This design comes from an exercise in tuning for small area on the open sky130 flow, not from production work. Function was checked by simulation only, so behaviour that the tests miss may differ from the original. Power figures rest on the tool's default switching activity, not on a simulated workload.

Setup of sierra:
==> flow/design.v (excerpt) <==
module chess(
    input  wire       clk,
    input  wire       rst,
    input  wire [4:0] btn,
    output wire       vga_hsync,
    output wire       vga_vsync,
    output wire [2:0] vga_r,
    output wire [2:0] vga_g,
    output wire [1:0] vga_b
);
    genvar i;
    localparam [2:0] P_PAWN = 3'd1, P_KNIGHT = 3'd2, P_BISHOP = 3'd3,
                     P_ROOK = 3'd4, P_QUEEN  = 3'd5,  P_KING   = 3'd6;
    wire [4:0] bp, bn1, bn2;
    generate for (i = 0; i < 5; i = i + 1) begin : DB
        debounce u_db(.clk(clk), .rst(rst), .btn(btn[i]), .pulse(bp[i]),
                      .pulse_next(bn1[i]), .pulse_next2(bn2[i]));
    end endgenerate
    wire btn_c = bp[0], btn_u = bp[1], btn_l = bp[2], btn_r = bp[3], btn_d = bp[4];
    wire rd_pass = bn2[0];                  
    wire rd_cur  = bn1[0] | bp[0];          
    wire steal   = rd_pass | rd_cur;
  ...
For scale: roughly 1,200 cells after synthesis, ~380 flip-flops, roughly 17 I/O pins.
clock: 40.0 ns
lec_check: 0
cap_margin: 20
cell_pad_in_sites_detail_placement: 0
cell_pad_in_sites_global_placement: 0
core_margin: 2
core_utilization: 65
place_density: 0.75
slew_margin: 20
standard.sh (not shown) runs the stock make flow with config.mk's settings and CLKGATE_MAP_FILE= SYNTH_SCRIPT=/design/flow/synth_recipe.tcl, a recipe that flattens the netlist after the stock synthesis.
==> flow/flow/run.sh <==
#!/bin/bash
# Layout flow: the standard ORFS flow (standard.sh) with two changes.
#  1. Synthesis maps the logic with an area-oriented ABC script
#     (flow/abc_area.script: AIG restructuring with &deepsyn, then area
#     mapping with relaxed delay; no buffering or gate upsizing, the
#     resizer repairs slew and capacitance after placement). Everything
#     else in synthesis, flip-flop mapping and naming included, is the
#     standard one.
#  2. Clock tree synthesis uses clkbuf_8 buffers in clusters of at most 16
#     flip-flops, and no dummy loads.
#  3. The port buffers are buf_1.
# Each make step writes its tool's full log under orfs/logs/; the make
# output goes to flow_make.log in this folder.
set -euo pipefail
W=$PWD
rm -rf "$W/scripts_area"
cp -r "$FLOW_HOME/scripts" "$W/scripts_area"
cp "$W/flow/abc_area.script" "$W/scripts_area/abc_speed.script"
CTS="-sink_clustering_enable -repair_clock_nets -dont_use_dummy_load -buf_list {sky130_fd_sc_hd__clkbuf_8} -sink_clustering_size 16 -sink_clustering_max_diameter 50"
bash standard.sh "SCRIPTS_DIR=$W/scripts_area" "CTS_ARGS=$CTS" "BUFFER_PORTS_ARGS=-inputs -outputs -buffer_cell sky130_fd_sc_hd__buf_1" finish > "$W/flow_make.log" 2>&1
==> flow/flow/abc_area.script <==
&get -n
&st
&deepsyn -T 60
&st
&dch -f
&nf -R 1000
&st
&dch -f
&nf -R 1000
&st
&dch -f
&nf -R 1000
&put
The following lists how juniper was set up differently from sierra:
==> flow/flow/run.sh <==
#!/bin/bash
# Layout flow: the standard ORFS flow (standard.sh) with two changes.
#  1. Synthesis maps the logic with an area-oriented ABC script
#     (flow/abc_area.script: no buffering or gate upsizing; the resizer
#     repairs slew and capacitance after placement). Everything else in
#     synthesis, flip-flop mapping and naming included, is the standard one.
#  2. Clock tree synthesis uses small clock buffers and no dummy loads.
# Each make step writes its tool's full log under orfs/logs/; the make
# output goes to flow_make.log in this folder.
set -euo pipefail
W=$PWD
rm -rf "$W/scripts_area"
cp -r "$FLOW_HOME/scripts" "$W/scripts_area"
cp "$W/flow/abc_area.script" "$W/scripts_area/abc_speed.script"
CTS="-sink_clustering_enable -repair_clock_nets -dont_use_dummy_load -buf_list {sky130_fd_sc_hd__clkbuf_16} -sink_clustering_size 30 -sink_clustering_max_diameter 50"
bash standard.sh "SCRIPTS_DIR=$W/scripts_area" "CTS_ARGS=$CTS" "BUFFER_PORTS_ARGS=-inputs -outputs -buffer_cell sky130_fd_sc_hd__buf_1" finish > "$W/flow_make.log" 2>&1
--- a/flow/flow/abc_area.script
+++ b/flow/flow/abc_area.script
@@ -1,5 +1,3 @@
 &get -n
-&st
-&deepsyn -T 60
 &st
 &dch -f
==> comparison <==
The fraction of layout cells with a size suffix above 1 of juniper exceeds that of sierra by 0.33 points.
Looking at multi-input combinational cell area, juniper sits above sierra.
Summary — total detailed-routing wirelength, juniper relative to sierra: lower, by about 0.5%.
Modified inputs, raven compared to juniper
--- a/flow/flow/run.sh
+++ b/flow/flow/run.sh
@@ -13,4 +13,4 @@
 cp -r "$FLOW_HOME/scripts" "$W/scripts_area"
 cp "$W/flow/abc_area.script" "$W/scripts_area/abc_speed.script"
-CTS="-sink_clustering_enable -repair_clock_nets -dont_use_dummy_load -buf_list {sky130_fd_sc_hd__clkbuf_16} -sink_clustering_size 30 -sink_clustering_max_diameter 50"
+CTS="-sink_clustering_enable -repair_clock_nets -dont_use_dummy_load -buf_list {sky130_fd_sc_hd__clkbuf_8} -sink_clustering_size 20 -sink_clustering_max_diameter 60"
 bash standard.sh "SCRIPTS_DIR=$W/scripts_area" "CTS_ARGS=$CTS" "BUFFER_PORTS_ARGS=-inputs -outputs -buffer_cell sky130_fd_sc_hd__buf_1" finish > "$W/flow_make.log" 2>&1
Results
Total met3 wirelength after detailed routing is lower on raven. met2 routed wirelength was higher in the run labelled juniper. Of the two candidates, juniper has the worse global-route wire length before repair and raven the better one. Diff juniper -> raven: total detailed-routing wirelength has decreased, final area has decreased. When the final numbers for raven and juniper were put side by side, the least setup slack across all paths after layout turned out to be smaller in raven.
--- input diff raven..nickel ---
- a change of PLACE_DENSITY from 0.75 to 0.85
- a change of CORE_UTILIZATION from 65 to 75
- an added GPL_TIMING_DRIVEN of 0
==> flow/flow/run.sh <==
#!/bin/bash
# Layout flow: the standard ORFS flow (standard.sh) with three changes.
#  1. Synthesis maps the logic with an area-oriented ABC script
#     (flow/abc_area.script: AIG restructuring with &deepsyn, then area
#     mapping with relaxed delay; no buffering or gate upsizing, the
#     resizer repairs slew and capacitance after placement). Everything
#     else in synthesis, flip-flop mapping and naming included, is the
#     standard one.
#  2. Clock tree synthesis uses clkbuf_8 buffers in clusters of at most 16
#     flip-flops, and no dummy loads.
#  3. The port buffers are buf_1.
# Each make step writes its tool's full log under orfs/logs/; the make
# output goes to flow_make.log in this folder.
set -euo pipefail
W=$PWD
rm -rf "$W/scripts_area"
cp -r "$FLOW_HOME/scripts" "$W/scripts_area"
cp "$W/flow/abc_area.script" "$W/scripts_area/abc_speed.script"
CTS="-sink_clustering_enable -repair_clock_nets -dont_use_dummy_load -buf_list {sky130_fd_sc_hd__clkbuf_8} -sink_clustering_size 16 -sink_clustering_max_diameter 50"
bash standard.sh "SCRIPTS_DIR=$W/scripts_area" "CTS_ARGS=$CTS" "BUFFER_PORTS_ARGS=-inputs -outputs -buffer_cell sky130_fd_sc_hd__buf_1" finish > "$W/flow_make.log" 2>&1
--- a/flow/flow/abc_area.script
+++ b/flow/flow/abc_area.script
@@ -1,3 +1,5 @@
 &get -n
+&st
+&deepsyn -T 60
 &st
 &dch -f
## What came out
nickel vs raven on met3 wirelength from detailed routing: nickel is the higher one. Synthesized netlist cell count (nickel over raven): decrease, 9. Diff raven -> nickel: overall power after layout went down 4.6%, via count of the routed design went up 303, worst path arrival time moved down. From raven to nickel the numbers moved as follows: worst hold slack climbed 0.017 ns, filler-free cell count of the finished design dropped 55, worst slack at placement has decreased. Of nickel and raven, the lower number of cells traversed by the worst register-to-register path belongs to nickel.
For amber, these inputs were changed with respect to nickel:
- swapping 0.85 for 0.75 in PLACE_DENSITY
- clearing GPL_TIMING_DRIVEN, which used to be 0
- swapping 75 for 65 in CORE_UTILIZATION
==> flow/flow/run.sh <==
#!/bin/bash
# Layout flow: the standard ORFS flow (standard.sh) with two changes.
#  1. Synthesis maps the logic with an area-oriented ABC script
#     (flow/abc_area.script: no buffering or gate upsizing; the resizer
#     repairs slew and capacitance after placement). Everything else in
#     synthesis, flip-flop mapping and naming included, is the standard one.
#  2. Clock tree synthesis uses small clock buffers and no dummy loads.
# Each make step writes its tool's full log under orfs/logs/; the make
# output goes to flow_make.log in this folder.
set -euo pipefail
W=$PWD
rm -rf "$W/scripts_area"
cp -r "$FLOW_HOME/scripts" "$W/scripts_area"
cp "$W/flow/abc_area.script" "$W/scripts_area/abc_speed.script"
CTS="-sink_clustering_enable -repair_clock_nets -dont_use_dummy_load -buf_list {sky130_fd_sc_hd__clkbuf_8} -sink_clustering_size 16 -sink_clustering_max_diameter 50"
bash standard.sh "SCRIPTS_DIR=$W/scripts_area" "CTS_ARGS=$CTS" "BUFFER_PORTS_ARGS=-inputs -outputs -buffer_cell sky130_fd_sc_hd__buf_1" finish > "$W/flow_make.log" 2>&1
Notes after the runs:
Est. power | amber vs nickel | amber higher
[compare] base=nickel new=amber: die footprint saw an increase, wire length saw a decrease, filler cell count in the final layout saw an increase, first-pass detailed-route iteration total saw a decrease.
Synthesized area essentially unchanged between nickel and amber.
Across both runs, net switching fraction of the power was lower for amber than for nickel.
nickel → amber: maximum achievable frequency neither gained nor lost much; worst-case setup margin in the final layout picked up an extra 0.028 ns; register clock-pin slew on the reported worst setup and hold paths neither gained nor lost much.
amber | stages: all done | timing, DRC, antenna: all pass
amber ends up with lower wire length of the first global-routing pass than nickel does.

* * *

== job 8336 ==
Starting RTL as in the previous note.
Design chess, start of the top module:
module chess(
    input  wire       clk,
    input  wire       rst,
    input  wire [4:0] btn,
    output wire       vga_hsync,
    output wire       vga_vsync,
    output wire [2:0] vga_r,
    output wire [2:0] vga_g,
    output wire [1:0] vga_b
);
export LEC_CHECK = 0
export CAP_MARGIN = 20
export CELL_PAD_IN_SITES_DETAIL_PLACEMENT = 0
export CELL_PAD_IN_SITES_GLOBAL_PLACEMENT = 0
export CORE_MARGIN = 2
export CORE_UTILIZATION = 75
export PLACE_DENSITY = 0.85
export SLEW_MARGIN = 20
create_clock -name core_clock -period 40.0 [get_ports {clk}]
==> flow/flow/run.sh <==
#!/bin/bash
# Layout flow: the standard ORFS flow (standard.sh) with three changes.
#  1. Synthesis maps the logic with an area-oriented ABC script
#     (flow/abc_area.script: AIG restructuring with &deepsyn, then area
#     mapping with relaxed delay; no buffering or gate upsizing, the
#     resizer repairs slew and capacitance after placement). Everything
#     else in synthesis, flip-flop mapping and naming included, is the
#     standard one.
#  2. Clock tree synthesis uses clkbuf_8 buffers in clusters of at most 18
#     flip-flops, and no dummy loads.
#  3. The port buffers are buf_1.
# Each make step writes its tool's full log under orfs/logs/; the make
# output goes to flow_make.log in this folder.
set -euo pipefail
W=$PWD
rm -rf "$W/scripts_area"
cp -r "$FLOW_HOME/scripts" "$W/scripts_area"
cp "$W/flow/abc_area.script" "$W/scripts_area/abc_speed.script"
CTS="-sink_clustering_enable -repair_clock_nets -dont_use_dummy_load -buf_list {sky130_fd_sc_hd__clkbuf_8} -sink_clustering_size 18 -sink_clustering_max_diameter 55"
bash standard.sh "SCRIPTS_DIR=$W/scripts_area" "CTS_ARGS=$CTS" "BUFFER_PORTS_ARGS=-inputs -outputs -buffer_cell sky130_fd_sc_hd__buf_1" finish > "$W/flow_make.log" 2>&1
==> flow/flow/abc_area.script <==
&get -n
&st
&deepsyn -T 60
&st
&dch -f
&nf -R 1000
&st
&dch -f
&nf -R 1000
&st
&dch -f
&nf -R 1000
&put
In summary, job 8336 completed successfully, with a layout that passed the timing, design-rule and antenna checks.
The inputs of job 5552 differ from those of job 8336 as listed below.
diff --git a/flow/flow/run.sh b/flow/flow/run.sh
--- a/flow/flow/run.sh
+++ b/flow/flow/run.sh
@@ -9 +9 @@
-#  2. Clock tree synthesis uses clkbuf_8 buffers in clusters of at most 18
+#  2. Clock tree synthesis uses clkbuf_8 buffers in clusters of at most 16
@@ -19 +19 @@
-CTS="-sink_clustering_enable -repair_clock_nets -dont_use_dummy_load -buf_list {sky130_fd_sc_hd__clkbuf_8} -sink_clustering_size 18 -sink_clustering_max_diameter 55"
+CTS="-sink_clustering_enable -repair_clock_nets -dont_use_dummy_load -buf_list {sky130_fd_sc_hd__clkbuf_8} -sink_clustering_size 16 -sink_clustering_max_diameter 50"
## What came out
Compared job 8336 against job 5552; number of standard cells in the final layout excluding fillers within noise.
Diff job 8336 -> job 5552: clock net sink count now sits at about the same level, sequential share of cell area ~0 delta, switching share of power barely changed, global-route usage climbed 0.21 points.
On vias after detailed routing, job 5552 and job 8336 are neck and neck.
Job 5552 vs job 8336 — total wire length climbed slightly
| fill cell instance count of the final layout | job 5552 vs job 8336 | 18 lower |
Input-level comparison between job 1342 and job 5552:
- swapping 75 for 50 in CORE_UTILIZATION
- swapping 0.85 for 0.6 in PLACE_DENSITY
==> flow/flow/run.sh <==
#!/bin/bash
# Layout flow: the standard ORFS flow (standard.sh) with two changes.
#  1. Synthesis maps the logic with an area-oriented ABC script
#     (flow/abc_area.script: no buffering or gate upsizing; the resizer
#     repairs slew and capacitance after placement). Everything else in
#     synthesis, flip-flop mapping and naming included, is the standard one.
#  2. Clock tree synthesis uses small clock buffers and no dummy loads.
# Each make step writes its tool's full log under orfs/logs/; the make
# output goes to flow_make.log in this folder.
set -euo pipefail
W=$PWD
rm -rf "$W/scripts_area"
cp -r "$FLOW_HOME/scripts" "$W/scripts_area"
cp "$W/flow/abc_area.script" "$W/scripts_area/abc_speed.script"
CTS="-sink_clustering_enable -repair_clock_nets -dont_use_dummy_load -buf_list {sky130_fd_sc_hd__clkbuf_16} -sink_clustering_size 30 -sink_clustering_max_diameter 80"
bash standard.sh "SCRIPTS_DIR=$W/scripts_area" "CTS_ARGS=$CTS" "BUFFER_PORTS_ARGS=-inputs -outputs -buffer_cell sky130_fd_sc_hd__buf_1" finish > "$W/flow_make.log" 2>&1
==> flow/flow/abc_area.script <==
&get -n
&st
&dch -f
&nf -R 1000
&st
&dch -f
&nf -R 1000
&st
&dch -f
&nf -R 1000
&put
Notes after the runs:
- Every stage of the flow completed for job 1342, and the final layout passed the timing, design-rule and antenna checks.
- When the final numbers for job 5552 and job 1342 were put side by side, the global routing met2 resource utilization turned out to be greater in job 5552.
- Arrival time at the worst endpoint is higher on job 1342
- In the metrics for job 5552 and job 1342, the one carrying the lower hold slack is job 5552.
- Diff job 5552 -> job 1342: compound-cell area share of the yosys netlist has increased; critical path depth decreased 1; proportion of power drawn by the clock network barely changed; clock-net power higher; max-slew headroom at the worst pin now sits higher.

static timing again, ports no longer ideal:
Ports are ideal in the flow. The routed layouts listed here were re-timed in OpenROAD.
Step 1 assumes that a clkbuf_16 drives the clock port and a buf_2 every other input.
Step 2 adds t to the input delays and takes it off the output delays; t is the mean of the earliest and latest rising clock arrival at the registers after step 1. Input paths then give back, and output paths get back, about the clock's delay inside the block.
Three values: no drivers, after step 1, after step 2; two values: the first two.
run	t, ns	slack for setup (ns)	worst hold slack (ns)	worst slew at a driven data input, ns	cell pins on the clock port's net
sierra	0.631	29.805 / 29.764 / 29.397	0.378 / 0.378 / 0.378	0.07	1
juniper	0.552	29.663 / 29.612 / 29.900	0.371 / 0.371 / 0.371	0.05	1
raven	0.614	29.548 / 29.502 / 29.933	0.367 / 0.367 / 0.367	0.05	1
nickel	0.629	29.777 / 29.734 / 29.580	0.384 / 0.384 / 0.384	0.03	1
amber	0.631	29.805 / 29.764 / 29.397	0.378 / 0.378 / 0.378	0.07	1
job 8336	0.611	29.775 / 29.735 / 29.541	0.383 / 0.383 / 0.383	0.03	1
job 5552	0.615	29.789 / 29.748 / 29.500	0.384 / 0.384 / 0.384	0.03	1
job 1342	0.559	29.620 / 29.571 / 29.873	0.402 / 0.402 / 0.402	0.03	1
After both steps every run listed still meets setup and hold.
